This design comes from an exercise in tuning for small area, a short achievable clock period and few clock cycles on the open sky130 flow, not from production work. The RTL was checked by simulation tests, not by an equivalence proof against the original design.

==> flow/design.v, too long to show whole: its modules and the start of the top module <==
// module FullAdder: 9 lines
// module Compressor32: 22 lines
// module Compressor42: 28 lines
// module R4Booth: 63 lines
// module WallaceTree: 56 lines
// module SpecialCaseDetector: 46 lines
// module PreNormalizer: 44 lines
// module EACAdder: 16 lines
// module MSBIncrementer: 14 lines
// module ZeroDetector_Base: 7 lines
// module ZeroDetector_Group: 7 lines
// module LeadingOneDetector_Top: 151 lines
// module Normalizer: 39 lines
// module Rounder: 154 lines
// module MAC32_top: 276 lines
// module FMAPipe: 235 lines
// module DotProductEngine: 79 lines
// module MatrixMulEngine: 133 lines
module MatrixMulEngine #(
    parameter MAX_M = 4,
    parameter MAX_K = 4,
    parameter MAX_N = 4
)(
    input wire clk,
    input wire rst_n,
    input wire start,
    output reg done,
    input [2:0] M_val,
    input [2:0] K_val,
    input [2:0] N_val,
    input  wire [32*MAX_M*MAX_K-1:0] matrix_A,
    input  wire [32*MAX_K*MAX_N-1:0] matrix_B,
    output reg  [32*MAX_M*MAX_N-1:0] matrix_C
);
  // ...
==> flow/run.sh <==
#!/bin/bash
# synth_recipe.tcl (not shown) runs the flow's synth.tcl, then flattens the netlist and writes it again
# the make line also repeats each setting of config.mk as NAME=value (left out here)
make -C /OpenROAD-flow-scripts/flow DESIGN_CONFIG=/design/flow/config.mk WORK_HOME=/design/flow/orfs CLKGATE_MAP_FILE= SYNTH_SCRIPT=/design/flow/synth_recipe.tcl finish
==> flow/config.mk <==
export PLATFORM = sky130hd
export DESIGN_NAME = MatrixMulEngine
export DESIGN_NICKNAME = MatrixMulEngine
export VERILOG_FILES = /design/flow/design.v
export SDC_FILE = /design/flow/constraint.sdc
export NUM_CORES = 4
export LEC_CHECK = 0
export CAP_MARGIN = 20
export CORE_MARGIN = 2
export CORE_UTILIZATION = 35
export SLEW_MARGIN = 20
==> flow/constraint.sdc <==
create_clock -name core_clock -period 33.0 [get_ports {clk}]
set_input_delay 6.6000 -clock core_clock [delete_from_list [all_inputs] [get_ports {clk}]]
set_output_delay 6.6000 -clock core_clock [all_outputs]
set_load 0.01 [all_outputs]
==> summary.txt, run 1 <==
Run status
  – Status: timing/DRC/antenna clean

Clock tree
  – Clock transition at path regs: about 60 ps
  – CTS Root Cell: clkbuf_16
  – CTS tree: done
  – Skew-Pair Late Insertion Delay: 830 ps
  – Post-cts sizing count: 0
  – Clk sink count: roughly 1100

Global routing
  – Largest net degree at the start of global routing: 170
  – Antenna violations before repair: 140
  – GR Util All Layers: a little under two fifths

Logic synthesis
  – Syn_area_per_cell: 9.93 µm²
  – Synth Area in Adders: about an eighth
  – Post-synth cell types: 97
  – Most common cell in the netlist: nand2_1
  – Synthesized flop and latch total: between 1000 and 1500

Die
  – Die H: 485 µm
  – TAP cells: between 3000 and 4000
  – Num rows: 176

STA
  – Crit share post-route: between 20% and 30%
  – Final Critical Period: around 9000 ps
  – Hold Slack: ~320 ps
  – Setup TNS: 0 ps

Drt
  – Wire per inst: 35.7 µm
  – Met1 Wirelength: ~170000 µm
  – DR iter-0 viols: 8864
  – Drt via density: around 6
  – DR vias: about 75000

Placement
  – DP Worst Slack: between 20000 and 25000 ps
  – PortBufs: between 1500 and 2000

Cells and area
  – Multi-input gate count: just under 6000
  – Final Cell Area: between 100000 and 150000 µm²
  – FFs & Latches: 1086
  – Largest cell class: multi-input combinational cells
  – Fillers: 21800
  – Signal buffers share of area: between 15 and 20%
  – Post-layout util: a little under half
  – Nets: around 11000

Worst setup path
  – RR Startpoint: u_fma.p2_PosSum[33]
  – Delay-heaviest family, CP: compound AO/OA/AOI/OAI gates
  – Worst path arrival time: approximately 9800 ps
Testbench counts, summed over its fixed seeds: cycles 3,772.
==> module FMAPipe, before the edit <==
module FMAPipe (
    input clk,
    input [31:0] a_i,           
    input [31:0] b_i,           
    input [31:0] c_i,           
    output [31:0] result_o      
);
    localparam PARM_XLEN = 32, PARM_EXP = 8, PARM_MANT = 23, PARM_BIAS = 127;
    localparam PARM_EXP_ONE = 8'h01;
    wire [31:0] A_i = a_i, B_i = b_i, C_i = c_i;
    wire A_Leadingbit = | A_i[PARM_XLEN - 2 : PARM_MANT];
    wire B_Leadingbit = | B_i[PARM_XLEN - 2 : PARM_MANT];
    wire C_Leadingbit = | C_i[PARM_XLEN - 2 : PARM_MANT];
    wire A_Inf, B_Inf, C_Inf, A_Zero, B_Zero, C_Zero, A_NaN, B_NaN, C_NaN, A_DeN, B_DeN, C_DeN;
    SpecialCaseDetector #(.PARM_XLEN(PARM_XLEN), .PARM_EXP(PARM_EXP), .PARM_MANT(PARM_MANT)) SpecialCaseDetector (
        .A_i(A_i), .B_i(B_i), .C_i(C_i),
        .A_Leadingbit_i(A_Leadingbit), .B_Leadingbit_i(B_Leadingbit), .C_Leadingbit_i(C_Leadingbit),
        .A_Inf_o(A_Inf), .B_Inf_o(B_Inf), .C_Inf_o(C_Inf),
        .A_Zero_o(A_Zero), .B_Zero_o(B_Zero), .C_Zero_o(C_Zero),
        .A_NaN_o(A_NaN), .B_NaN_o(B_NaN), .C_NaN_o(C_NaN),
        .A_DeN_o(A_DeN), .B_DeN_o(B_DeN), .C_DeN_o(C_DeN)
    );
    wire A_Sign = A_i[PARM_XLEN - 1];
    wire B_Sign = B_i[PARM_XLEN - 1];
    wire C_Sign = C_i[PARM_XLEN - 1];
    wire Sub_Sign = A_Sign ^ B_Sign ^ C_Sign;
    wire [PARM_EXP - 1: 0] A_Exp = A_DeN ? PARM_EXP_ONE : A_i[PARM_XLEN - 2 : PARM_MANT];
    wire [PARM_EXP - 1: 0] B_Exp = B_DeN ? PARM_EXP_ONE : B_i[PARM_XLEN - 2 : PARM_MANT];
    wire [PARM_EXP - 1: 0] C_Exp = C_DeN ? PARM_EXP_ONE : C_i[PARM_XLEN - 2 : PARM_MANT];
    wire [PARM_MANT : 0] A_Mant = {A_Leadingbit, A_i[PARM_MANT - 1 : 0]};
    wire [PARM_MANT : 0] B_Mant = {B_Leadingbit, B_i[PARM_MANT - 1 : 0]};
    wire [PARM_MANT : 0] C_Mant = {C_Leadingbit, C_i[PARM_MANT - 1 : 0]};
    wire [2*PARM_MANT + 2 : 0] booth_PP [12 - 1: 0];
    wire [2*PARM_MANT + 1 : 0] booth_PP_13;
    R4Booth #(.PARM_MANT(PARM_MANT)) R4Booth (
        .MantA_i(B_Mant), .MantB_i(C_Mant),
        .pp_00_o(booth_PP[ 0]), .pp_01_o(booth_PP[ 1]), .pp_02_o(booth_PP[ 2]),
        .pp_03_o(booth_PP[ 3]), .pp_04_o(booth_PP[ 4]), .pp_05_o(booth_PP[ 5]),
        .pp_06_o(booth_PP[ 6]), .pp_07_o(booth_PP[ 7]), .pp_08_o(booth_PP[ 8]),
        .pp_09_o(booth_PP[ 9]), .pp_10_o(booth_PP[10]), .pp_11_o(booth_PP[11]),
        .pp_12_o(booth_PP_13)
    );
    wire [2*PARM_MANT + 2 : 0] Wallace_sum, Wallace_carry;
    wire Wallace_suppression_sign_extension;
    WallaceTree #(.PARM_MANT(PARM_MANT)) WallaceTree (
        .pp_00_i(booth_PP[ 0]), .pp_01_i(booth_PP[ 1]), .pp_02_i(booth_PP[ 2]),
        .pp_03_i(booth_PP[ 3]), .pp_04_i(booth_PP[ 4]), .pp_05_i(booth_PP[ 5]),
        .pp_06_i(booth_PP[ 6]), .pp_07_i(booth_PP[ 7]), .pp_08_i(booth_PP[ 8]),
        .pp_09_i(booth_PP[ 9]), .pp_10_i(booth_PP[10]), .pp_11_i(booth_PP[11]),
        .pp_12_i(booth_PP_13),
        .wallace_sum_o(Wallace_sum), .wallace_carry_o(Wallace_carry),
        .suppression_sign_extension_o(Wallace_suppression_sign_extension)
    );
    wire [PARM_EXP + 1 : 0] Exp_mv = 27 - A_Exp + B_Exp + C_Exp - PARM_BIAS;
    wire Exp_mv_sign = Exp_mv[PARM_EXP + 1];
    wire Mv_halt = ((~Exp_mv_sign) & (Exp_mv[PARM_EXP : 0] > 73)) || A_Zero;
    wire [97 : 0] A_Mant_shifted = {A_Mant, 74'd0} >> Exp_mv[6:0];
    wire [73 : 0] A_Mant_shifted_high = A_Mant_shifted[97 : PARM_MANT + 1];
    wire [PARM_MANT : 0] Drop_bits = A_Mant_shifted[PARM_MANT : 0];
    wire Sign_aligned = Exp_mv_sign ? A_Sign : B_Sign ^ C_Sign;
    wire [PARM_EXP + 1 : 0] Exp_aligned = Exp_mv_sign ? {2'b00, A_Exp} : (B_Exp + C_Exp - PARM_BIAS + 27);
    reg [3*PARM_MANT + 5 : 0] A_Mant_aligned;
    always @(*) begin
        if (Exp_mv_sign)
            A_Mant_aligned = A_Mant << 50;
        else if (~Mv_halt)
            A_Mant_aligned = {Sub_Sign, {74{Sub_Sign}} ^ A_Mant_shifted_high};
        else
            A_Mant_aligned = 0;
    end
    wire Mant_sticky_sht_out = Mv_halt ? (|A_Mant) : (~Exp_mv_sign & (|Drop_bits));
    wire [PARM_MANT + 3 : 0] A_Mant_aligned_high = A_Mant_aligned[3*PARM_MANT + 5 : 2*PARM_MANT + 2];
    wire [2*PARM_MANT + 1 : 0] A_Mant_aligned_low = A_Mant_aligned[2*PARM_MANT + 1 : 0];
    wire [2*PARM_MANT + 2 : 0] Wallace_sum_adjusted = Exp_mv_sign ? 0 : Wallace_sum;
    wire [2*PARM_MANT + 2 : 0] Wallace_carry_adjusted = Exp_mv_sign ? 0 : Wallace_carry;
    wire [2*PARM_MANT + 1 : 0] CSA_sum, CSA_carry;
    Compressor32 #(.XLEN(2*PARM_MANT + 2)) CarrySaveAdder (
        .A_i(A_Mant_aligned_low),
        .B_i(Wallace_sum_adjusted[2*PARM_MANT + 1 : 0]),
        .C_i({Wallace_carry_adjusted[2*PARM_MANT : 0], 1'b0}),
        .Sum_o(CSA_sum), .Carry_o(CSA_carry)
    );
    wire wallace_msb_G = Wallace_sum_adjusted[2*PARM_MANT + 2] & Wallace_carry_adjusted[2*PARM_MANT + 1];
    wire adder_Correlated_sign = Wallace_suppression_sign_extension | Wallace_carry_adjusted[2*PARM_MANT + 2] | wallace_msb_G;
    wire Carry_postcor = (~Exp_mv_sign) & ((~adder_Correlated_sign) ^ CSA_carry[2*PARM_MANT + 1]);
    wire bc_not_strange = ~(B_Inf | C_Inf | B_Zero | C_Zero | B_NaN | C_NaN);
    reg [2*PARM_MANT + 1 : 0] p1_CSA_sum;
    reg [2*PARM_MANT : 0]     p1_CSA_carry;
    reg p1_Carry_postcor, p1_Sub_Sign, p1_A_Zero;
    reg [PARM_MANT + 3 : 0] p1_A_Mant_aligned_high;
    reg p1_bc_not_strange, p1_Mv_halt, p1_Exp_mv_sign, p1_Sign_aligned;
    reg [PARM_EXP + 1 : 0] p1_Exp_aligned;
    reg p1_Mant_sticky_sht_out;
    reg [31:0] p1_A;
    reg p1_A_Inf, p1_BC_Inf, p1_BC_Zero, p1_BC_Sign;
    always @(posedge clk) begin
        p1_CSA_sum <= CSA_sum;
        p1_CSA_carry <= CSA_carry[2*PARM_MANT : 0];
        p1_Carry_postcor <= Carry_postcor;
        p1_Sub_Sign <= Sub_Sign;
        p1_A_Zero <= A_Zero;
        p1_A_Mant_aligned_high <= A_Mant_aligned_high;
        p1_bc_not_strange <= bc_not_strange;
        p1_Mv_halt <= Mv_halt;
        p1_Exp_mv_sign <= Exp_mv_sign;
        p1_Sign_aligned <= Sign_aligned;
        p1_Exp_aligned <= Exp_aligned;
        p1_Mant_sticky_sht_out <= Mant_sticky_sht_out;
        p1_A <= A_i;
        p1_A_Inf <= A_Inf;
        p1_BC_Inf <= B_Inf | C_Inf;
        p1_BC_Zero <= B_Zero | C_Zero;
        p1_BC_Sign <= B_Sign ^ C_Sign;
    end
    wire [2*PARM_MANT + 1 : 0] low_sum, low_sum_inv;
    wire low_carry, low_carry_inv;
    EACAdder #(.PARM_MANT(PARM_MANT)) EACAdder (
        .CSA_sum_i(p1_CSA_sum), .CSA_carry_i({1'b0, p1_CSA_carry}), .Carry_postcor_i(p1_Carry_postcor),
        .Sub_Sign_i(p1_Sub_Sign), .A_Zero_i(p1_A_Zero),
        .low_sum_o(low_sum), .low_carry_o(low_carry),
        .low_sum_inv_o(low_sum_inv), .low_carry_inv_o(low_carry_inv)
    );
    wire [PARM_MANT + 3 : 0] high_sum, high_sum_inv;
    MSBIncrementer #(.PARM_MANT(PARM_MANT)) MSBIncrementer (
        .low_carry_i(low_carry), .low_carry_inv_i(low_carry_inv),
        .A_Mant_aligned_high_i(p1_A_Mant_aligned_high),
        .high_sum_o(high_sum), .high_sum_inv_o(high_sum_inv)
    );
    wire [3*PARM_MANT + 4 : 0] sub_minus = {{p1_A_Mant_aligned_high[PARM_MANT+2 : 0], 1'b0} - p1_bc_not_strange, 47'd0};
    wire SignFlip_ADD_PRN = high_sum[PARM_MANT + 3];
    wire Adder_sign = p1_Exp_mv_sign ? p1_Sign_aligned : (SignFlip_ADD_PRN ^ p1_Sign_aligned);
    reg [73 : 0] PosSum;
    always @(*) begin
        if (p1_Mv_halt)
            PosSum = {{26'd0}, low_sum};
        else if (p1_Exp_mv_sign)
            PosSum = p1_Sub_Sign ? sub_minus : {p1_A_Mant_aligned_high[PARM_MANT+2 : 0], 48'd0};
        else if (SignFlip_ADD_PRN)
            PosSum = {high_sum_inv[PARM_MANT + 2 : 0], low_sum_inv};
        else
            PosSum = {high_sum[PARM_MANT + 2 : 0], low_sum};
    end
    wire Minus_sticky_bit = p1_Exp_mv_sign && p1_bc_not_strange;
    reg [73:0] p2_PosSum;
    reg [PARM_EXP + 1 : 0] p2_Exp_aligned;
    reg p2_Adder_sign, p2_Exp_mv_sign, p2_Mant_sticky_sht_out, p2_Minus_sticky_bit;
    reg [31:0] p2_A;
    reg p2_A_Inf, p2_BC_Inf, p2_BC_Zero, p2_BC_Sign;
    always @(posedge clk) begin
        p2_PosSum <= PosSum;
        p2_Exp_aligned <= p1_Exp_aligned;
        p2_Adder_sign <= Adder_sign;
        p2_Exp_mv_sign <= p1_Exp_mv_sign;
        p2_Mant_sticky_sht_out <= p1_Mant_sticky_sht_out;
        p2_Minus_sticky_bit <= Minus_sticky_bit;
        p2_A <= p1_A;
        p2_A_Inf <= p1_A_Inf;
        p2_BC_Inf <= p1_BC_Inf;
        p2_BC_Zero <= p1_BC_Zero;
        p2_BC_Sign <= p1_BC_Sign;
    end
    wire [6 : 0] shift_num;
    wire allzero;
    LeadingOneDetector_Top #(.X_LEN(74)) LeadingOneDetector (
        .data_i(p2_PosSum), .shift_num_o(shift_num), .allzero_o(allzero)
    );
    wire [73 : 0] Mant_i = p2_PosSum;
    wire [PARM_EXP + 1 : 0] Exp_i = p2_Exp_aligned;
    wire [6 : 0] Shift_num = (p2_Exp_mv_sign | Mant_i[73]) ? 7'd0 : shift_num;
    wire norm_gt = (Exp_i > {3'd0, Shift_num});
    wire [6 : 0] norm_amt = Exp_i[PARM_EXP + 1] ? 7'd0 : (norm_gt ? Shift_num : Exp_i[6:0] - 7'd1);
    wire [73 : 0] Mant_norm = (Exp_i == 10'd0) ? 74'd0 : (Mant_i << norm_amt);
    reg [PARM_EXP + 1 : 0] Exp_norm;
    always @(*) begin
        if (Exp_i[PARM_EXP + 1])
            Exp_norm = 0;
        else if (norm_gt)
            Exp_norm = Exp_i - Shift_num;
        else
            Exp_norm = 1;
    end
    wire [PARM_EXP + 1 : 0] Exp_norm_mone = Exp_i - Shift_num - 1;
    wire [PARM_EXP + 1 : 0] Exp_max_rs = Exp_i[PARM_EXP : 0] + 74;
    wire [PARM_EXP + 1 : 0] Rs_count = (~Exp_i + 1) + 1;
    wire [3*PARM_MANT + 6 : 0] Rs_Mant = {Mant_i, 2'd0} >> Rs_count;
    reg [3*PARM_MANT + 4 : 2*PARM_MANT + 1] p3_Mant_norm_high;    
    reg p3_or_46_1, p3_b0;
    reg [PARM_EXP : 0] p3_Exp_norm;
    reg [PARM_EXP - 1 : 0] p3_Exp_norm_mone;
    reg p3_Exp_max_rs_sign, p3_Exp_sign;
    reg [3*PARM_MANT + 6 : 2*PARM_MANT + 5] p3_Rs_Mant_high;      
    reg p3_allzero, p3_Adder_sign, p3_Exp_mv_sign, p3_Mant_sticky_sht_out, p3_Minus_sticky_bit;
    reg [31:0] p3_A;
    reg p3_A_Inf, p3_BC_Inf, p3_BC_Zero, p3_BC_Sign;
    always @(posedge clk) begin
        p3_Mant_norm_high <= Mant_norm[3*PARM_MANT + 4 : 2*PARM_MANT + 1];
        p3_or_46_1 <= |Mant_norm[2*PARM_MANT : 1];
        p3_b0 <= Mant_norm[0];
        p3_Exp_norm <= Exp_norm[PARM_EXP : 0];
        p3_Exp_norm_mone <= Exp_norm_mone[PARM_EXP - 1 : 0];
        p3_Exp_max_rs_sign <= Exp_max_rs[PARM_EXP + 1];
        p3_Exp_sign <= p2_Exp_aligned[PARM_EXP + 1];
        p3_Rs_Mant_high <= Rs_Mant[3*PARM_MANT + 6 : 2*PARM_MANT + 5];
        p3_allzero <= allzero;
        p3_Adder_sign <= p2_Adder_sign;
        p3_Exp_mv_sign <= p2_Exp_mv_sign;
        p3_Mant_sticky_sht_out <= p2_Mant_sticky_sht_out;
        p3_Minus_sticky_bit <= p2_Minus_sticky_bit;
        p3_A <= p2_A;
        p3_A_Inf <= p2_A_Inf;
        p3_BC_Inf <= p2_BC_Inf;
        p3_BC_Zero <= p2_BC_Zero;
        p3_BC_Sign <= p2_BC_Sign;
    end
    wire [3*PARM_MANT + 4 : 0] Mant_norm_r = {p3_Mant_norm_high, 45'd0, p3_or_46_1, p3_b0};
    wire [3*PARM_MANT + 6 : 0] Rs_Mant_r = {p3_Rs_Mant_high, 51'd0};
    wire A_Leadingbit_r = | p3_A[PARM_XLEN - 2 : PARM_MANT];
    wire Sign_result;
    wire [PARM_EXP - 1 : 0] Exp_result;
    wire [PARM_MANT - 1 : 0] Mant_result;
    Rounder #(.PARM_EXP(PARM_EXP), .PARM_MANT(PARM_MANT)) Rounder (
        .Exp_i({p3_Exp_sign, 9'd0}), .Sign_i(p3_Adder_sign), .Allzero_i(p3_allzero), .Exp_mv_sign_i(p3_Exp_mv_sign),
        .Sub_Sign_i(1'b0), .A_Exp_raw_i(p3_A[PARM_XLEN - 2 : PARM_MANT]),
        .A_Mant_i({A_Leadingbit_r, p3_A[PARM_MANT - 1 : 0]}),
        .A_Sign_i(p3_A[PARM_XLEN - 1]), .B_Sign_i(p3_BC_Sign), .C_Sign_i(1'b0),
        .A_DeN_i(1'b0), .A_Inf_i(p3_A_Inf), .B_Inf_i(p3_BC_Inf), .C_Inf_i(1'b0),
        .A_Zero_i(1'b0), .B_Zero_i(p3_BC_Zero), .C_Zero_i(1'b0),
        .A_NaN_i(1'b0), .B_NaN_i(1'b0), .C_NaN_i(1'b0),
        .Mant_sticky_sht_out_i(p3_Mant_sticky_sht_out), .Minus_sticky_bit_i(p3_Minus_sticky_bit),
        .Mant_norm_i(Mant_norm_r), .Exp_norm_i({1'b0, p3_Exp_norm}), .Exp_norm_mone_i({2'b00, p3_Exp_norm_mone}),
        .Exp_max_rs_i({p3_Exp_max_rs_sign, 9'd0}), .Rs_Mant_i(Rs_Mant_r),
        .Sign_result_o(Sign_result), .Exp_result_o(Exp_result), .Mant_result_o(Mant_result)
    );
    assign result_o = {Sign_result, Exp_result, Mant_result};
endmodule
==> module MatrixMulEngine, before the edit <==
module MatrixMulEngine #(
    parameter MAX_M = 4,
    parameter MAX_K = 4,
    parameter MAX_N = 4
)(
    input wire clk,
    input wire rst_n,
    input wire start,
    output reg done,
    input [2:0] M_val,
    input [2:0] K_val,
    input [2:0] N_val,
    input  wire [32*MAX_M*MAX_K-1:0] matrix_A,
    input  wire [32*MAX_K*MAX_N-1:0] matrix_B,
    output reg  [32*MAX_M*MAX_N-1:0] matrix_C
);
    reg       busy;
    reg [1:0] slot;               
    reg [1:0] k;
    reg [3:0] kN;                 
    reg [1:0] ic, jc;             
    reg [1:0] ig, jg;             
    reg [3:0] e0;                 
    reg [3:0] a_idx, b_idx;       
    reg [2:0] Kq, Nq;
    reg [4:0] Eq;                 
    wire issue = start | busy;
    wire last_k = ({1'b0, k} == Kq - 3'd1);
    wire last_group = ({1'b0, e0} + 5'd4 >= Eq);
    wire       n_wrap = ({1'b0, jc} == Nq - 3'd1);
    wire [1:0] n_i = n_wrap ? ic + 2'd1 : ic;
    wire [1:0] n_j = n_wrap ? 2'd0 : jc + 2'd1;
    function [3:0] a_index(input [1:0] i, input [2:0] kk, input [2:0] K);
        a_index = i * K + {1'b0, kk};
    endfunction
    always @(posedge clk or negedge rst_n) begin
        if (!rst_n) begin
            busy <= 1'b0;
            slot <= 2'd0;
            k <= 2'd0;
            kN <= 4'd0;
            ic <= 2'd0; jc <= 2'd0;
            ig <= 2'd0; jg <= 2'd0;
            e0 <= 4'd0;
            a_idx <= 4'd0; b_idx <= 4'd0;
            Kq <= 3'd1; Nq <= 3'd1; Eq <= 5'd1;
        end else if (start) begin
            busy <= 1'b1;
            slot <= 2'd1;
            Kq <= K_val; Nq <= N_val; Eq <= M_val * N_val;
            if (N_val == 3'd1) begin
                ic <= 2'd1; jc <= 2'd0;
                a_idx <= {1'b0, K_val}; b_idx <= 4'd0;
            end else begin
                ic <= 2'd0; jc <= 2'd1;
                a_idx <= 4'd0; b_idx <= 4'd1;
            end
        end else if (busy) begin
            slot <= slot + 2'd1;
            if (slot != 2'd3) begin
                ic <= n_i;
                jc <= n_j;
                a_idx <= a_index(n_i, {1'b0, k}, Kq);
                b_idx <= kN + {2'd0, n_j};
            end else if (!last_k) begin
                k <= k + 2'd1;
                kN <= kN + {1'b0, Nq};
                ic <= ig;
                jc <= jg;
                a_idx <= a_index(ig, {1'b0, k} + 3'd1, Kq);
                b_idx <= kN + {1'b0, Nq} + {2'd0, jg};
            end else begin
                k <= 2'd0;
                kN <= 4'd0;
                if (last_group) begin
                    busy <= 1'b0;
                    ic <= 2'd0; jc <= 2'd0;
                    ig <= 2'd0; jg <= 2'd0;
                    e0 <= 4'd0;
                    a_idx <= 4'd0; b_idx <= 4'd0;
                end else begin
                    ic <= n_i; jc <= n_j;
                    ig <= n_i; jg <= n_j;
                    e0 <= e0 + 4'd4;
                    a_idx <= a_index(n_i, 3'd0, Kq);
                    b_idx <= {2'd0, n_j};
                end
            end
        end
    end
    reg       v0, v1, v2, v3;
    reg       l0, l1, l2, l3;
    reg       f0;
    reg [3:0] x0, x1, x2, x3;
    always @(posedge clk or negedge rst_n) begin
        if (!rst_n) begin
            v0 <= 1'b0; v1 <= 1'b0; v2 <= 1'b0; v3 <= 1'b0;
            l0 <= 1'b0; l1 <= 1'b0; l2 <= 1'b0; l3 <= 1'b0;
            done <= 1'b0;
        end else begin
            v0 <= issue;
            l0 <= issue & (slot == 2'd3) & last_k & last_group;
            v1 <= v0; l1 <= l0;
            v2 <= v1; l2 <= l1;
            v3 <= v2; l3 <= l2;
            done <= v3 & l3;
        end
    end
    always @(posedge clk) begin
        f0 <= (k == 2'd0);
        x0 <= e0 + {2'd0, slot};
        x1 <= x0; x2 <= x1; x3 <= x2;
    end
    reg  [31:0] op_a, op_b;       
    wire [31:0] result;
    reg  [31:0] acc;              
    always @(posedge clk) begin
        op_a <= matrix_A[a_idx*32 +: 32];
        op_b <= matrix_B[b_idx*32 +: 32];
        acc <= result;
    end
    FMAPipe u_fma (
        .clk(clk),
        .a_i(f0 ? 32'd0 : acc),
        .b_i(op_a),
        .c_i(op_b),
        .result_o(result)
    );
    always @(posedge clk) begin
        if (v3)
            matrix_C[x3*32 +: 32] <= result;
    end
endmodule
==> inputs of run 2 (changes only) <==
--- a/flow/design.v
+++ b/flow/design.v
@@ -1117,2 +1117,14 @@
     wire [3*PARM_MANT + 6 : 0] Rs_Mant = {Mant_i, 2'd0} >> Rs_count;
+    wire [73 : 0] prefix;
+    genvar gp;
+    generate
+        for (gp = 0; gp < 74; gp = gp + 1) begin : g_prefix
+            assign prefix[gp] = |Mant_i[gp : 0];
+        end
+    endgenerate
+    wire [6 : 0] sticky_pos = 7'd46 - norm_amt;
+    wire or_46_1 = (Exp_i == 10'd0) ? 1'b0 :
+                   (norm_amt == 7'd0) ? (|Mant_i[46 : 1]) :
+                   (norm_amt <= 7'd46) ? prefix[sticky_pos] : 1'b0;
+    wire b0 = (Exp_i != 10'd0) & (norm_amt == 7'd0) & Mant_i[0];
     reg [3*PARM_MANT + 4 : 2*PARM_MANT + 1] p3_Mant_norm_high;    
@@ -1128,4 +1140,4 @@
         p3_Mant_norm_high <= Mant_norm[3*PARM_MANT + 4 : 2*PARM_MANT + 1];
-        p3_or_46_1 <= |Mant_norm[2*PARM_MANT : 1];
-        p3_b0 <= Mant_norm[0];
+        p3_or_46_1 <= or_46_1;
+        p3_b0 <= b0;
         p3_Exp_norm <= Exp_norm[PARM_EXP : 0];
@@ -1271,4 +1283,4 @@
     reg [3:0] a_idx, b_idx;       
-    reg [2:0] Kq, Nq;
-    reg [4:0] Eq;                 
+    reg [2:0] Mq, Kq, Nq;
+    wire [4:0] Eq = Mq * Nq;
     wire issue = start | busy;
@@ -1292,3 +1304,3 @@
             a_idx <= 4'd0; b_idx <= 4'd0;
-            Kq <= 3'd1; Nq <= 3'd1; Eq <= 5'd1;
+            Mq <= 3'd1; Kq <= 3'd1; Nq <= 3'd1;
         end else if (start) begin
@@ -1296,3 +1308,3 @@
             slot <= 2'd1;
-            Kq <= K_val; Nq <= N_val; Eq <= M_val * N_val;
+            Mq <= M_val; Kq <= K_val; Nq <= N_val;
             if (N_val == 3'd1) begin
@@ -1337,10 +1349,10 @@
     end
-    reg       v0, v1, v2, v3;
-    reg       l0, l1, l2, l3;
+    reg       v0, v1, v2, v3, v4;
+    reg       l0, l1, l2, l3, l4;
     reg       f0;
-    reg [3:0] x0, x1, x2, x3;
+    reg [3:0] x0, x1, x2, x3, x4;
     always @(posedge clk or negedge rst_n) begin
         if (!rst_n) begin
-            v0 <= 1'b0; v1 <= 1'b0; v2 <= 1'b0; v3 <= 1'b0;
-            l0 <= 1'b0; l1 <= 1'b0; l2 <= 1'b0; l3 <= 1'b0;
+            v0 <= 1'b0; v1 <= 1'b0; v2 <= 1'b0; v3 <= 1'b0; v4 <= 1'b0;
+            l0 <= 1'b0; l1 <= 1'b0; l2 <= 1'b0; l3 <= 1'b0; l4 <= 1'b0;
             done <= 1'b0;
@@ -1352,3 +1364,4 @@
             v3 <= v2; l3 <= l2;
-            done <= v3 & l3;
+            v4 <= v3; l4 <= l3;
+            done <= v4 & l4;
         end
@@ -1358,3 +1371,3 @@
         x0 <= e0 + {2'd0, slot};
-        x1 <= x0; x2 <= x1; x3 <= x2;
+        x1 <= x0; x2 <= x1; x3 <= x2; x4 <= x3;
     end
@@ -1376,4 +1389,4 @@
     always @(posedge clk) begin
-        if (v3)
-            matrix_C[x3*32 +: 32] <= result;
+        if (v4)
+            matrix_C[x4*32 +: 32] <= acc;
     end
==> flow/flow/run.sh (new file) <==
#!/bin/bash
# Layout flow: the standard flow (standard.sh, synthesis unchanged) with two
# settings changed for the steps after synthesis:
#  - BUFFER_PORTS_ARGS: the port buffers are sky130_fd_sc_hd__buf_1, the
#    smallest buffer (timing repair upsizes the ones on critical paths).
# Each tool's output is in orfs/logs/ (one log per step); standard.sh's own
# output is in standard.log.
export SETUP_SLACK_MARGIN=25
export BUFFER_PORTS_ARGS="-buffer_cell sky130_fd_sc_hd__buf_1"
bash standard.sh > standard.log 2>&1
status=$?
cp standard.sh standard_sh.txt 2>/dev/null
exit $status
==> flow/standard.sh (new file) <==
#!/bin/bash
# synth_recipe.tcl (not shown) runs the flow's synth.tcl, then flattens the netlist and writes it again
# the make line also repeats each setting of config.mk as NAME=value (left out here)
make -C /OpenROAD-flow-scripts/flow DESIGN_CONFIG=/design/flow/config.mk WORK_HOME=/design/flow/orfs CLKGATE_MAP_FILE= SYNTH_SCRIPT=/design/flow/synth_recipe.tcl "${@:-finish}"
removed: flow/run.sh
==> run 2 against run 1 <==
First-iteration DRC count down 2.2%. Clock skew down 22 ps. Largest cell class unchanged. Worst hold slack worse by 21 ps. Register-to-register slack better by 1500 ps. Final area down 4.8%. Still clean on timing, DRC and antenna. Cell count up 2.3%. Area after synthesis up 1.1%. Die area up 1.1%.
==> summary.txt, run 2 <==
Die
  – Num rows: 177 (+0.57%)
  – Die H: 488 µm (+0.55%)
  – Core ar.: between 200000 and 250000 µm²
  – Die X: 488 µm
  – Initial Utilization: roughly a third
  – # IOs: about 1500
  – Die area: 238000 µm²

Logic synthesis
  – Post-Syn Nets: 9583
  – Synth async-reset ratio: under 10%
  – Synth Area in XOR/XNOR: between 6 and 7%
  – Synthesized flop and latch total: 1090 (+0.37%)
  – Ys flop type: dfxtp_1
  – Post-synthesis mux area share: between 20 and 25%
  – Mapped Cells: between 7000 and 8000
  – Yosys top cell area share: a little under a fifth
  – Post-synth EDFFs: slightly above 500
  – Syn_area_per_cell: 10.4 µm² (+4.3%)
  – Top post-synthesis cells by count: nand2_1, inv_1, mux2_2, dfxtp_1, edfxtp_1
  – Post-synth cell types: 100 (+3.1%)
  – Post-synthesis sequential area ratio: 33.2%
  – Synth Area in Compound Gates: between 10 and 15%
  – Largest area contributor in the netlist: edfxtp_1
  – Main combinational cell family by area after synthesis: multiplexers
  – Synth Area in Simple Gates: ~10%
  – Most common cell in the netlist: nand2_1
  – Synth Area in Adders: 12.8% (-0.19 points)
  – Synthesized area: about 82000 µm²
  – Ys Warns: 7
  – Ranking of synthesized cells by area: edfxtp_1, dfxtp_1, mux4_2, fa_1, mux2_2

Drt
  – Remaining DRCs: 0
  – DR vias: 75200 (+0.12%)
  – Wire per inst: 35.4 µm (-0.73%)
  – Router iterations before antenna repair: 6
  – DR iter-0 viols: 8668 (-2.2%)
  – WL final: between 400000 and 500000 µm
  – Drt via density: 5.80 (-2.1%)
  – Antenna viol nets, final: 0

Worst setup path
  – R2R depth: 21
  – Worst path arrival time: 1500 ps (-8300 ps)
  – Startpoint types: register
  – Critical path buffers and inverters: 1
  – Delay-heaviest family, CP: flip-flops
  – Cell Chain, Critical Path: buf_6
  – Largest stage delay, worst path: about 470 ps
  – Worst setup path class: register to output port
  – Critical-path cell with the highest stage delay: edfxtp_1
  – Crit end category: output port
  – Largest fanout on the critical path: 2
  – Worst Path Required: 26400 ps
  – Critical Path Stages: 1

Hold path
  – Worst Hold Depth: 0
  – HP Class: register to register

STA
  – Fmax: between 0.1 and 0.15 GHz
  – Setup WS post-layout: around 25000 ps
  – Slew @ Worst Pin: ~1300 ps
  – Setup TNS: 0 ps (unchanged)
  – Slew Limit Fails: 0
  – Setup violations, final: 0
  – Crit share post-route: 24.5% (-3.1 points)
  – Clock skew after layout: 55.8 ps
  – Final Critical Period: 8100 ps (-1010 ps)
  – RSZ-0062 raised after global routing: yes
  – Max-slew headroom: about 14%
  – Endpoints failing hold: 0

Placement
  – PortBufs: 1548 (unchanged)
  – DP HPWL: around 370000 µm
  – DP Worst Slack: 24430 ps (+443 ps)
  – GPL Wtd Cong: around 1.1

Global routing
  – GR Util All Layers: 37.0% (-0.22 points)
  – Largest net degree at the start of global routing: 90 (-47%)
  – Total grt overflow: 0
  – Antenna violations before repair: 218 (+56%)
  – Vias in the first global route: between 70000 and 80000
  – Global-route wire length before repair: a little over 600000 µm

Cells and area
  – Top Registers: matrix_C (512), u_fma.p2_PosSum (74), u_fma.p1_CSA_sum (48)
  – Fillers: 22600 (+3.5%)
  – Share of post-route cells with drive strength above 1: between 20% and 30%
  – Nets: 11000 (-0.43%)
  – Leading cell type in the layout, fill and taps excluded: buf_1
  – Area growth from synthesis to layout: 21.8%
  – Max FFs per register: just over 500
  – Most frequent cells in the layout: buf_1, nand2_1, inv_1
  – Biggest register: matrix_C

Clock tree
  – Clk buf depth: 3
  – H-tree lvl count: 4
  – CTS Root Cell: clkbuf_16
  – CTS Hold Bufs: 0
  – CTS tree: done
  – Clock transition at path regs: 60 ps (about the same)
  – Total CTS buffers: 134
  – Skew-Pair Late Insertion Delay: 860 ps (+30 ps)
  – Clk sink count: 1090 (+0.37%)

Job
  – Maxcap violations: 0

Run status
  – Status: timing/DRC/antenna clean
==> run 2: cell types whose count changed in the layout (fill, tap and decap cells not counted), moves of 198 or more <==
cell,change
buf_1,+1087
buf_4,+198
mux2_2,+452
a22o_1,-288
clkdlybuf4s50_1,-1546
diode_2,+316
==> run 2: final timing paths <==
kind	from	endpoint	slack [ps]
max reg2reg	u_fma.p2_PosSum[64]	u_fma.p3_Mant_norm_high[61]	25370
min in group asynchronous	rst_n	a_idx[3]	6010
min	x3[1]	x4[1]	300
max	matrix_C[158]	matrix_C[158]	24900
max in group asynchronous	rst_n	v4	26220
min reg2reg	x3[1]	x4[1]	300
==> run 2: per-layer routing <==
layer	global-route usage [%]	vias up	routed length, µm
met2	54.9	4778	201000
met5	1.20	-	650
met4	29.6	76	40100
li1	-	31900	-
met1	43.4	37500	168000
met3	12.7	1002	49100
==> run 2: what timing repair did <==
| item | 4_1_cts | 5_1_grt |
|---|---|---|
| endpoints found under the setup margin | 409 | 492 |
| buffers inserted | 109 | 81 |
| hold endpoints to repair | 0 | 0 |
| gates resized for setup | 451 | 302 |
==> run 2: logic make-up (layout without fill, tap and decap cells) <==
logic type | count (synthesis) | after routing
fa+ha+maj | 645 | 645
xor+xnor | 563 | 563
simple gates | 1745 | 1745
other cells | 0 | 485
buf+inv | 1219 | 2753
compound gates | 1489 | 1489
flops | 1090 | 1090
mux | 1151 | 1151
==> run 2: metrics by stage <==
step,instances,hold slack [ps],util (%),area [µm²]
floorplan,7902,310,-,81900
global placement,12000,311,39.0,90600
detailed placement,12000,312,39.0,90700
CTS,12400,288,41.8,97200
global route,12900,292,42.8,99500
finish,13000,295,42.9,99700
==> run 2: area by class of cell <==
type                    count  area [µm²]  share of cell area, %
inverters                 575        2160                   2.17
diodes                    485        1210                   1.22
clock buffers             169        3600                   3.61
multi-input cells        5593       50200                   50.4
flip-flops and latches   1090       27200                   27.3
well taps                3043        3810                   3.82
clock inverters            74        1080                   1.08
repair buffers           1935       10400                   10.4
==> run 2: worst reg2reg max path, cell delays in order (launching register included) <==
cell      delay (ps)
dfxtp_1          410
nor4_1           690
nand4_1          360
or4_1            580
o221ai_1         410
nor2_1           160
ha_1             270
fa_1             420
nor2b_1          230
a2111o_1         180
o21a_1           530
nand2_1          430
o31ai_4          380
buf_6            430
inv_2            130
buf_4            320
mux2i_1          290
nor2_1           190
a211oi_1         590
a21oi_1          150
a31oi_1          270
o21bai_1          90
Testbench counts of run 2, summed over its fixed seeds: cycles 3,844.
==> inputs of run 3 (changes only) <==
--- a/flow/design.v
+++ b/flow/design.v
@@ -1282,3 +1282,3 @@
     reg [3:0] e0;                 
-    reg [3:0] a_idx, b_idx;       
+    reg [15:0] a_sel, b_sel;      
     reg [2:0] Mq, Kq, Nq;
@@ -1294,2 +1294,5 @@
     endfunction
+    function [15:0] onehot(input [3:0] idx);
+        onehot = 16'd1 << idx;
+    endfunction
     always @(posedge clk or negedge rst_n) begin
@@ -1303,3 +1306,3 @@
             e0 <= 4'd0;
-            a_idx <= 4'd0; b_idx <= 4'd0;
+            a_sel <= 16'd1; b_sel <= 16'd1;
             Mq <= 3'd1; Kq <= 3'd1; Nq <= 3'd1;
@@ -1311,6 +1314,6 @@
                 ic <= 2'd1; jc <= 2'd0;
-                a_idx <= {1'b0, K_val}; b_idx <= 4'd0;
+                a_sel <= onehot({1'b0, K_val}); b_sel <= 16'd1;
             end else begin
                 ic <= 2'd0; jc <= 2'd1;
-                a_idx <= 4'd0; b_idx <= 4'd1;
+                a_sel <= 16'd1; b_sel <= 16'd2;
             end
@@ -1321,4 +1324,4 @@
                 jc <= n_j;
-                a_idx <= a_index(n_i, {1'b0, k}, Kq);
-                b_idx <= kN + {2'd0, n_j};
+                a_sel <= onehot(a_index(n_i, {1'b0, k}, Kq));
+                b_sel <= onehot(kN + {2'd0, n_j});
             end else if (!last_k) begin
@@ -1328,4 +1331,4 @@
                 jc <= jg;
-                a_idx <= a_index(ig, {1'b0, k} + 3'd1, Kq);
-                b_idx <= kN + {1'b0, Nq} + {2'd0, jg};
+                a_sel <= onehot(a_index(ig, {1'b0, k} + 3'd1, Kq));
+                b_sel <= onehot(kN + {1'b0, Nq} + {2'd0, jg});
             end else begin
@@ -1338,3 +1341,3 @@
                     e0 <= 4'd0;
-                    a_idx <= 4'd0; b_idx <= 4'd0;
+                    a_sel <= 16'd1; b_sel <= 16'd1;
                 end else begin
@@ -1343,4 +1346,4 @@
                     e0 <= e0 + 4'd4;
-                    a_idx <= a_index(n_i, 3'd0, Kq);
-                    b_idx <= {2'd0, n_j};
+                    a_sel <= onehot(a_index(n_i, 3'd0, Kq));
+                    b_sel <= onehot({2'd0, n_j});
                 end
@@ -1349,10 +1352,10 @@
     end
-    reg       v0, v1, v2, v3, v4;
-    reg       l0, l1, l2, l3, l4;
+    reg       v0, v1, v2, v3;
+    reg       l0, l1, l2, l3;
     reg       f0;
-    reg [3:0] x0, x1, x2, x3, x4;
+    reg [3:0] x0, x1, x2, x3;
     always @(posedge clk or negedge rst_n) begin
         if (!rst_n) begin
-            v0 <= 1'b0; v1 <= 1'b0; v2 <= 1'b0; v3 <= 1'b0; v4 <= 1'b0;
-            l0 <= 1'b0; l1 <= 1'b0; l2 <= 1'b0; l3 <= 1'b0; l4 <= 1'b0;
+            v0 <= 1'b0; v1 <= 1'b0; v2 <= 1'b0; v3 <= 1'b0;
+            l0 <= 1'b0; l1 <= 1'b0; l2 <= 1'b0; l3 <= 1'b0;
             done <= 1'b0;
@@ -1364,4 +1367,3 @@
             v3 <= v2; l3 <= l2;
-            v4 <= v3; l4 <= l3;
-            done <= v4 & l4;
+            done <= v3 & l3;
         end
@@ -1371,3 +1373,3 @@
         x0 <= e0 + {2'd0, slot};
-        x1 <= x0; x2 <= x1; x3 <= x2; x4 <= x3;
+        x1 <= x0; x2 <= x1; x3 <= x2;
     end
@@ -1376,5 +1378,15 @@
     reg  [31:0] acc;              
+    reg  [31:0] op_a_d, op_b_d;
+    integer e;
+    always @(*) begin
+        op_a_d = 32'd0;
+        op_b_d = 32'd0;
+        for (e = 0; e < 16; e = e + 1) begin
+            op_a_d = op_a_d | (matrix_A[32*e +: 32] & {32{a_sel[e]}});
+            op_b_d = op_b_d | (matrix_B[32*e +: 32] & {32{b_sel[e]}});
+        end
+    end
     always @(posedge clk) begin
-        op_a <= matrix_A[a_idx*32 +: 32];
-        op_b <= matrix_B[b_idx*32 +: 32];
+        op_a <= op_a_d;
+        op_b <= op_b_d;
         acc <= result;
@@ -1389,4 +1401,4 @@
     always @(posedge clk) begin
-        if (v4)
-            matrix_C[x4*32 +: 32] <= acc;
+        if (v3)
+            matrix_C[x3*32 +: 32] <= result;
     end
--- a/flow/config.mk
+++ b/flow/config.mk
@@ -9,3 +9,3 @@
 export CORE_MARGIN = 2
-export CORE_UTILIZATION = 35
+export CORE_UTILIZATION = 42
 export SLEW_MARGIN = 20
==> run 3 against run 2 <==
The layout now fails its checks (antenna rules). Flip-flop and latch count increased by 18. Die area decreased by 18%. Non-clock buffer count increased by 40. Cell count grew 0.16%. Sequential share of layout area rose by 1.7 points.
==> summary.txt, run 3 <==
Run status
  – Status: failed layout checks
  – SO Viols: antenna rules

Placement
  – GPL Wtd Cong: 1.17 (+7.1%)
  – Inst Count DP: 12400 (+3.3%)
  – DP HPWL: 406000 µm (+10%)
  – PortBufs: 1548 (unchanged)

Clock tree
  – Clk buf depth: 3 (unchanged)
  – Clock transition at path regs: 70 ps (about the same)
  – Total CTS buffers: 117 (-13%)
  – Skew-Pair Late Insertion Delay: 850 ps (about the same)
  – CTS Hold Bufs: 0 (unchanged)
  – CTS Root Cell: clkbuf_16
  – CTS tree: done
  – H-tree lvl count: 3 (-1)
  – Clk sink count: 1108 (+1.7%)

Logic synthesis
  – Syn_area_per_cell: 9.02 µm² (-13%)
  – Ys flop type: dfxtp_1
  – Post-synth EDFFs: 512 (unchanged)
  – Top post-synthesis cells by count: nand2_1, clkbuf_1, inv_1, o21ai_0, dfxtp_1
  – Synthesized area: 80300 µm² (-1.9%)
  – Yosys top cell area share: 19.1% (+0.36 points)
  – Mapped Cells: 8905 (+13%)
  – Largest area contributor in the netlist: edfxtp_1
  – Post-Syn Nets: 10600 (+11%)
  – Post-synthesis sequential area ratio: 34.4% (+1.2 points)
  – Synth async-reset ratio: 6.23% (+1.9 points)
  – Synthesized flop and latch total: 1108 (+1.7%)
  – Post-synth cell types: 97 (-3.0%)
  – Ys Warns: 7 (unchanged)
  – Ranking of synthesized cells by area: edfxtp_1, dfxtp_1, fa_1, nand2_1, ha_1
  – Most common cell in the netlist: nand2_1

Drt
  – Antenna viol nets, final: 1 (+1)
  – Wire per inst: 39.1 µm (+10%)
  – DR vias: 84000 (+12%)
  – DR iter-0 viols: 11600 (+34%)
  – Drt via density: 6.47 (+12%)
  – WL final: 508000 µm (+11%)
  – Remaining DRCs: 0 (unchanged)
  – Router iterations before antenna repair: 12 (+6)

Cells and area
  – FF+latch area: 27700 µm² (+1.8%)
  – Biggest register: matrix_C
  – Share of post-route cells with drive strength above 1: 11.3% (-10 points)
  – Fillers: 17800 (-21%)
  – Area growth from synthesis to layout: 18.8%
  – Nets: 12000 (+8.5%)
  – Top Registers: matrix_C (512), u_fma.p2_PosSum (74), u_fma.p1_CSA_sum (48)
  – Final Non-Filler Cells: 13000 (+0.16%)
  – Leading cell type in the layout, fill and taps excluded: buf_1
  – Multi-input gate area: 47900 µm² (-4.7%)
  – Max FFs per register: 512 (unchanged)
  – Most frequent cells in the layout: buf_1, nand2_1, inv_1

Die
  – Die H: 441 µm (-9.5%)
  – # IOs: 1549 (unchanged)
  – Die area: 195000 µm² (-18%)
  – Initial Utilization: 42.2% (+7.0 points)
  – Core ar.: 190000 µm² (-18%)
  – Num rows: 160 (-9.6%)
  – Die X: 441 µm (-9.5%)

Hold path
  – Worst Hold Depth: 0 (unchanged)
  – HP Class: register to register
  – Min-delay src: u_fma.p1_A[20]

Worst setup path
  – Cell Chain, Critical Path: clkbuf_2
  – Delay-heaviest family, CP: flip-flops
  – Critical path buffers and inverters: 1 (unchanged)
  – Largest fanout on the critical path: 2 (unchanged)
  – R2R depth: 21 (unchanged)
  – Critical Path Stages: 1 (unchanged)
  – RR Startpoint: f0
  – Largest stage delay, worst path: 450 ps (-20 ps)
  – Worst path arrival time: 1470 ps (-30 ps)
  – Startpoint types: register
  – Worst setup path class: register to output port
  – Crit end category: output port
  – Worst Path Required: 26400 ps (about the same)
  – Worst Setup SP: matrix_C[283]
  – Critical-path cell with the highest stage delay: edfxtp_1

Global routing
  – M1 GR Usage: 52.2% (+8.8 points)
  – Largest net degree at the start of global routing: 88 (-2.2%)
  – Top Usage Layer GRT: met2
  – GR Util All Layers: 49.7% (+13 points)
  – Global-route wire length before repair: 661000 µm (+9.6%)
  – Met2 usage in global routing: 72.2% (+17 points)
  – Vias in the first global route: 76700 (+9.3%)
  – Total grt overflow: 0 (unchanged)
  – GRT met3 Usage: 17.2% (+4.5 points)
  – Antenna violations before repair: 143 (-34%)

STA
  – Clock skew after layout: 75.5 ps (+19.7 ps)
  – RSZ-0062 raised after global routing: yes
  – Setup violations, final: 0 (unchanged)
  – Crit share post-route: 24.5% (-0.085 points)
  – Fmax: 0.124 GHz (+0.35%)
  – Endpoints failing hold: 0 (unchanged)
  – Slew Limit Fails: 0 (unchanged)
  – Max-slew headroom: 8.11% (-6.0 points)
  – Slew @ Worst Pin: 1380 ps (+90.4 ps)
  – Setup TNS: 0 ps (unchanged)
  – Final Critical Period: 8070 ps (-28.1 ps)

Job
  – Maxcap violations: 0 (unchanged)
## run 3: changes by cell type after synthesis, sizes merged, moves of 45 or more
cell    change
o21ai     +402
buf        -45
mux2      -428
clkbuf    +134
a221oi    +276
nand2     +438
nand4      +50
a22o      +246
nor2       +88
mux4      -326
inv        +63
## run 3: cells by family after synthesis
family	synth area share, %
buf+inv	6.55
simple gates	13.0
fa+ha+maj	13.1
xor+xnor	6.44
compound gates	21.2
mux	5.24
flops	34.4
## run 3: through the flow
step | area [µm²] | setup WS (ps) | utilization [%] | hold slack (ps)
2_1_floorplan | 80300 | 25210 | - | 310
3_3_place_gp | 88400 | 24080 | 46.5 | 313
3_5_place_dp | 88500 | 24310 | 46.5 | 312
4_1_cts | 93900 | 24930 | 49.4 | 297
5_1_grt | 95200 | 24920 | 50.1 | 291
6_report | 95400 | 24930 | 50.2 | 289
## run 3: timing repair
action,4_1_cts,5_1_grt
setup buffers,117,93
gates resized for setup,290,155
endpoints found under the setup margin,294,322
## run 3: final timing paths
kind	to	slack, ps
setup / recovery	matrix_C[283]	24930
hold / removal	u_fma.p2_A[20]	290
setup reg to reg	u_fma.p1_CSA_sum[13]	25250
hold reg to reg	u_fma.p2_A[20]	290
max in group asynchronous	a_sel[0]	26600
min in group asynchronous	kN[3]	5740
## run 3: metal layers
| layer | wire [µm] | up-vias |
|---|---|---|
| met2 | 215000 | 6413 |
| met3 | 56600 | 1857 |
| li1 | - | 34700 |
| met5 | 1080 | - |
| met4 | 71200 | 76 |
| met1 | 164000 | 40900 |
## run 3: area by class of cell
class / instances / area share [%]
diodes: 105 / 0.275
clock buffers: 143 / 3.33
flip-flops and latches: 1108 / 29.0
well taps: 2511 / 3.29
repair buffers: 1975 / 10.5
inverters: 638 / 2.51
multi-input cells: 6426 / 50.2
clock inverters: 79 / 0.863
Testbench counts of run 3, summed over its fixed seeds: cycles 3,772.
==> inputs of run 4 (changes only) <==
--- a/flow/design.v
+++ b/flow/design.v
@@ -1281,12 +1281,10 @@
     reg [1:0] ig, jg;             
-    reg [3:0] e0;                 
+    reg [3:0] cnt;                
     reg [15:0] a_sel, b_sel;      
+    wire [15:0] b_sel1 = {b_sel[14:0], 1'b0};    
     reg [2:0] Mq, Kq, Nq;
-    wire [4:0] Eq = Mq * Nq;
+    wire [4:0] E0 = Mq * ((Nq + 3'd1) >> 1);    
     wire issue = start | busy;
     wire last_k = ({1'b0, k} == Kq - 3'd1);
-    wire last_group = ({1'b0, e0} + 5'd4 >= Eq);
-    wire       n_wrap = ({1'b0, jc} == Nq - 3'd1);
-    wire [1:0] n_i = n_wrap ? ic + 2'd1 : ic;
-    wire [1:0] n_j = n_wrap ? 2'd0 : jc + 2'd1;
+    wire last_group = ({1'b0, cnt} + 5'd4 >= E0);
     function [3:0] a_index(input [1:0] i, input [2:0] kk, input [2:0] K);
@@ -1297,2 +1295,4 @@
     endfunction
+    wire [1:0] n_i = ({1'b0, jc} + 3'd2 < Nq) ? ic : ic + 2'd1;
+    wire [1:0] n_j = ({1'b0, jc} + 3'd2 < Nq) ? jc + 2'd2 : 2'd0;
     always @(posedge clk or negedge rst_n) begin
@@ -1305,3 +1305,3 @@
             ig <= 2'd0; jg <= 2'd0;
-            e0 <= 4'd0;
+            cnt <= 4'd0;
             a_sel <= 16'd1; b_sel <= 16'd1;
@@ -1312,3 +1312,3 @@
             Mq <= M_val; Kq <= K_val; Nq <= N_val;
-            if (N_val == 3'd1) begin
+            if (N_val <= 3'd2) begin
                 ic <= 2'd1; jc <= 2'd0;
@@ -1316,4 +1316,4 @@
             end else begin
-                ic <= 2'd0; jc <= 2'd1;
-                a_sel <= 16'd1; b_sel <= 16'd2;
+                ic <= 2'd0; jc <= 2'd2;
+                a_sel <= 16'd1; b_sel <= 16'd4;
             end
@@ -1340,3 +1340,3 @@
                     ig <= 2'd0; jg <= 2'd0;
-                    e0 <= 4'd0;
+                    cnt <= 4'd0;
                     a_sel <= 16'd1; b_sel <= 16'd1;
@@ -1345,3 +1345,3 @@
                     ig <= n_i; jg <= n_j;
-                    e0 <= e0 + 4'd4;
+                    cnt <= cnt + 4'd4;
                     a_sel <= onehot(a_index(n_i, 3'd0, Kq));
@@ -1355,2 +1355,3 @@
     reg       f0;
+    reg       w0, w1, w2, w3;
     reg [3:0] x0, x1, x2, x3;
@@ -1367,3 +1368,3 @@
             v3 <= v2; l3 <= l2;
-            done <= v3 & l3;
+            done <= l3;
         end
@@ -1372,9 +1373,11 @@
         f0 <= (k == 2'd0);
-        x0 <= e0 + {2'd0, slot};
+        x0 <= ic * Nq + {2'd0, jc};
+        w0 <= start ? (N_val > 3'd1) : ({1'b0, jc} + 3'd1 < Nq);
         x1 <= x0; x2 <= x1; x3 <= x2;
+        w1 <= w0; w2 <= w1; w3 <= w2;
     end
-    reg  [31:0] op_a, op_b;       
-    wire [31:0] result;
-    reg  [31:0] acc;              
-    reg  [31:0] op_a_d, op_b_d;
+    reg  [31:0] op_a, op_b, op_b1;    
+    wire [31:0] result, result1;
+    reg  [31:0] acc, acc1;            
+    reg  [31:0] op_a_d, op_b_d, op_b1_d;
     integer e;
@@ -1383,2 +1386,3 @@
         op_b_d = 32'd0;
+        op_b1_d = 32'd0;
         for (e = 0; e < 16; e = e + 1) begin
@@ -1386,2 +1390,3 @@
             op_b_d = op_b_d | (matrix_B[32*e +: 32] & {32{b_sel[e]}});
+            op_b1_d = op_b1_d | (matrix_B[32*e +: 32] & {32{b_sel1[e]}});
         end
@@ -1391,3 +1396,5 @@
         op_b <= op_b_d;
+        op_b1 <= op_b1_d;
         acc <= result;
+        acc1 <= result1;
     end
@@ -1400,6 +1407,25 @@
     );
-    always @(posedge clk) begin
-        if (v3)
-            matrix_C[x3*32 +: 32] <= result;
-    end
+    FMAPipe u_fma1 (
+        .clk(clk),
+        .a_i(f0 ? 32'd0 : acc1),
+        .b_i(op_a),
+        .c_i(op_b1),
+        .result_o(result1)
+    );
+    localparam [15:0] U0_WORDS = 16'b0101_1111_0111_1111;   
+    localparam [15:0] U1_WORDS = 16'b1010_1110_1011_1010;   
+    wire [3:0] x3n = x3 + 4'd1;
+    genvar gw;
+    generate
+        for (gw = 0; gw < 16; gw = gw + 1) begin : g_c
+            wire wr0 = U0_WORDS[gw] & v3 & (x3 == gw);
+            wire wr1 = U1_WORDS[gw] & v3 & w3 & (x3n == gw);
+            always @(posedge clk) begin
+                if (wr0)
+                    matrix_C[gw*32 +: 32] <= result;
+                else if (wr1)
+                    matrix_C[gw*32 +: 32] <= result1;
+            end
+        end
+    endgenerate
 endmodule
==> run 4 against run 3 <==
The run now finishes clean. Flip-flop and latch count grew 482. Die area grew 60%. Highest routed layer unchanged. Sequential share of layout area shrank 3.5 points. Clock skew grew 5.2 ps. Via count grew 49%.
==> summary.txt, run 4 <==
Clock tree
  – Clk buf depth: 4 (+1)
  – CTS tree: done
  – Total CTS buffers: 182 (+56%)
  – CTS Root Cell: clkbuf_16
  – Clk sink count: 1590 (+44%)
  – H-tree lvl count: 4 (+1)
  – Clock transition at path regs: 60 ps (about the same)
  – CTS Hold Bufs: 0 (unchanged)
  – Skew-Pair Late Insertion Delay: 910 ps (+60 ps)

STA
  – Setup violations, final: 0 (unchanged)
  – Setup TNS: 0 ps (unchanged)
  – Clock skew after layout: 80.8 ps (+5.21 ps)
  – Max-slew headroom: 8.15% (+0.046 points)
  – Crit share post-route: 25.2% (+0.76 points)
  – Setup WS post-layout: 24680 ps (-252 ps)
  – Fmax: 0.120 GHz (-3.0%)
  – Endpoints failing hold: 0 (unchanged)
  – Final Critical Period: 8320 ps (+252 ps)
  – Slew Limit Fails: 0 (unchanged)
  – Slew @ Worst Pin: 1380 ps (-0.695 ps)
  – RSZ-0062 raised after global routing: yes

Die
  – Die area: 311000 µm² (+60%)
  – Initial Utilization: 42.1% (-0.11 points)
  – Die X: 557 µm (+26%)
  – Num rows: 203 (+27%)
  – # IOs: 1549 (unchanged)
  – Die H: 557 µm (+26%)
  – Core ar.: 305000 µm² (+61%)

Logic synthesis
  – Largest area contributor in the netlist: dfxtp_1
  – Synth async-reset ratio: 4.34% (-1.9 points)
  – Ranking of synthesized cells by area: dfxtp_1, edfxtp_1, fa_1, xnor2_1, ha_1
  – Most common cell in the netlist: nand2_1
  – Ys flop type: dfxtp_1
  – Post-synth cell types: 110 (+13%)
  – Synthesized flop and latch total: 1590 (+44%)
  – Mapped Cells: 14600 (+64%)
  – Yosys top cell area share: 15.7% (-3.4 points)
  – Synthesized area: 129000 µm² (+60%)
  – Syn_area_per_cell: 8.80 µm² (-2.5%)
  – Post-synth EDFFs: 512 (unchanged)
  – Post-Syn Nets: 16900 (+60%)
  – Ys Warns: 7 (unchanged)
  – Top post-synthesis cells by count: nand2_1, inv_1, dfxtp_1, xnor2_1, nor2_1
  – Post-synthesis sequential area ratio: 29.0% (-5.4 points)

Drt
  – Drt via density: 6.21 (-3.9%)
  – DR vias: 125000 (+49%)
  – DR iter-0 viols: 16600 (+43%)
  – Wire per inst: 34.3 µm (-12%)
  – Router iterations before antenna repair: 10 (-2)
  – Antenna viol nets, final: 0 (-1)
  – WL final: 688000 µm (+36%)
  – Remaining DRCs: 0 (unchanged)

Cells and area
  – Biggest register: matrix_C
  – Area growth from synthesis to layout: 13.8%
  – Post-layout util: 47.9% (-2.2 points)
  – Max FFs per register: 512 (unchanged)
  – Nets: 17900 (+50%)
  – Multi-input gate area: 83300 µm² (+74%)
  – Most frequent cells in the layout: nand2_1, inv_1, buf_1
  – Leading cell type in the layout, fill and taps excluded: nand2_1
  – Top Registers: matrix_C (512), u_fma.p2_PosSum (74), u_fma1.p2_PosSum (74)
  – Fillers: 30000 (+69%)
  – FF+latch area: 37400 µm² (+35%)
  – Share of post-route cells with drive strength above 1: 9.60% (-1.7 points)

Placement
  – DP HPWL: 545000 µm (+34%)
  – GPL Wtd Cong: 1.12 (-4.1%)
  – DP Worst Slack: 24290 ps (-20.0 ps)
  – PortBufs: 1548 (unchanged)

Job
  – Maxcap violations: 0 (unchanged)

Worst setup path
  – Crit end category: output port
  – Worst Path Required: 26400 ps (about the same)
  – Critical path buffers and inverters: 1 (unchanged)
  – Worst path arrival time: 1720 ps (+250 ps)
  – RR Startpoint: op_b[24]
  – Reg2Reg Setup Slack: 25330 ps (+80 ps)
  – Critical-path cell with the highest stage delay: edfxtp_1
  – Startpoint types: register
  – Largest stage delay, worst path: 590 ps (+140 ps)
  – FF-to-FF End: u_fma.p1_Carry_postcor
  – Largest fanout on the critical path: 1 (-1)
  – Worst setup path class: register to output port
  – Critical Path Stages: 1 (unchanged)
  – Cell Chain, Critical Path: buf_2
  – Worst Setup SP: matrix_C[442]
  – Delay-heaviest family, CP: flip-flops
  – R2R depth: 27 (+29%)
  – CP endpoint: matrix_C[442]

Global routing
  – Vias in the first global route: 116000 (+51%)
  – Total grt overflow: 0 (unchanged)
  – GR Util All Layers: 42.5% (-7.2 points)
  – Largest net degree at the start of global routing: 95 (+8.0%)
  – Antenna violations before repair: 272 (+90%)
  – Global-route wire length before repair: 938000 µm (+42%)

Run status
  – Status: timing/DRC/antenna clean

Hold path
  – HP Class: register to register
run 4: cell type report:
cell class	instances	share of cell area, %
clock inverter	99	0.882
antenna	281	0.481
multi-input combinational	10700	56.9
clock buffer	233	3.47
timing repair buffer	1866	6.13
tap	4100	3.51
inverter	1197	3.07
sequential	1590	25.5
run 4: logic make-up after synthesis:
kind of cell / share of synthesized area (%)
xor+xnor: 7.55
compound gates: 20.7
mux: 5.84
fa+ha+maj: 16.0
simple gates: 14.0
buf+inv: 6.84
flops: 29.0
run 4: metal layers:
layer / share of wire (%) / GRT usage, % / vias to the layer above
li1: - / - / 54300
met1: 39 / 52.5 / 60500
met2: 42 / 62.2 / 8088
met3: 10 / 12.4 / 1913
met4: 9.0 / 32.6 / 62
met5: 0.079 / 1.27 / -
run 4: through the flow:
step                      instance area [µm²]  hold slack [ps]  std cells
after floorplan                        129000              310      14600
after global placement                 138000              310      19500
after detailed placement               138000              312      19500
after CTS                              145000              274      19800
after global routing                   146000              278      20000
final                                  146000              285      20100
run 4: repair_timing:
item | CTS | global route
gates resized for setup | 94 | 452
pin swaps | 0 | 2
setup endpoints to repair | 513 | 592
buffers inserted | 0 | 1
run 4: worst min path at each step:
stage                                       from                           end  slack (ps)  cells past startpoint
global route        u_fma.p2_Mant_sticky_sht_out  u_fma.p3_Mant_sticky_sht_out         280                      0
floorplan                          u_fma.p1_A[0]                 u_fma.p2_A[0]         310                      0
CTS                 u_fma.p2_Mant_sticky_sht_out  u_fma.p3_Mant_sticky_sht_out         270                      0
global placement        u_fma1.p1_Exp_aligned[1]      u_fma1.p2_Exp_aligned[1]         310                      0
finish              u_fma.p2_Mant_sticky_sht_out  u_fma.p3_Mant_sticky_sht_out         280                      0
detailed placement                u_fma.p1_A[16]                u_fma.p2_A[16]         310                      0
Testbench counts of run 4, summed over its fixed seeds: cycles 2,112.

==> re-timing with driven ports <==
No port has a modelled driver above. Below, the same layouts with a new extraction and two added sets of constraints. Step 1 sets driving cells, clkbuf_16 on the clock port and buf_2 on the other inputs (assumed; they add their load-dependent delay and slew). Step 2, shift: input delay + t, output delay - t, t = (earliest + latest rising clock arrival at the registers) / 2. This alone moves slack from input paths to output paths. a / b / c = ideal ports / drivers / drivers and shift; a / b = the first two.
run	t, ns	setup slack, ns	worst setup path at the end
run 1	0.898	23.894 / 23.894 / 23.894	register to register
run 2	0.938	24.902 / 24.792 / 24.341	input to register
run 3	0.914	24.930 / 24.825 / 24.181	input to register
run 4	0.984	24.678 / 24.562 / 24.252	input to register
For run 3, which loses most, drivers alone change the setup slack by -0.105 ns; drivers and shift together by -0.749 ns.
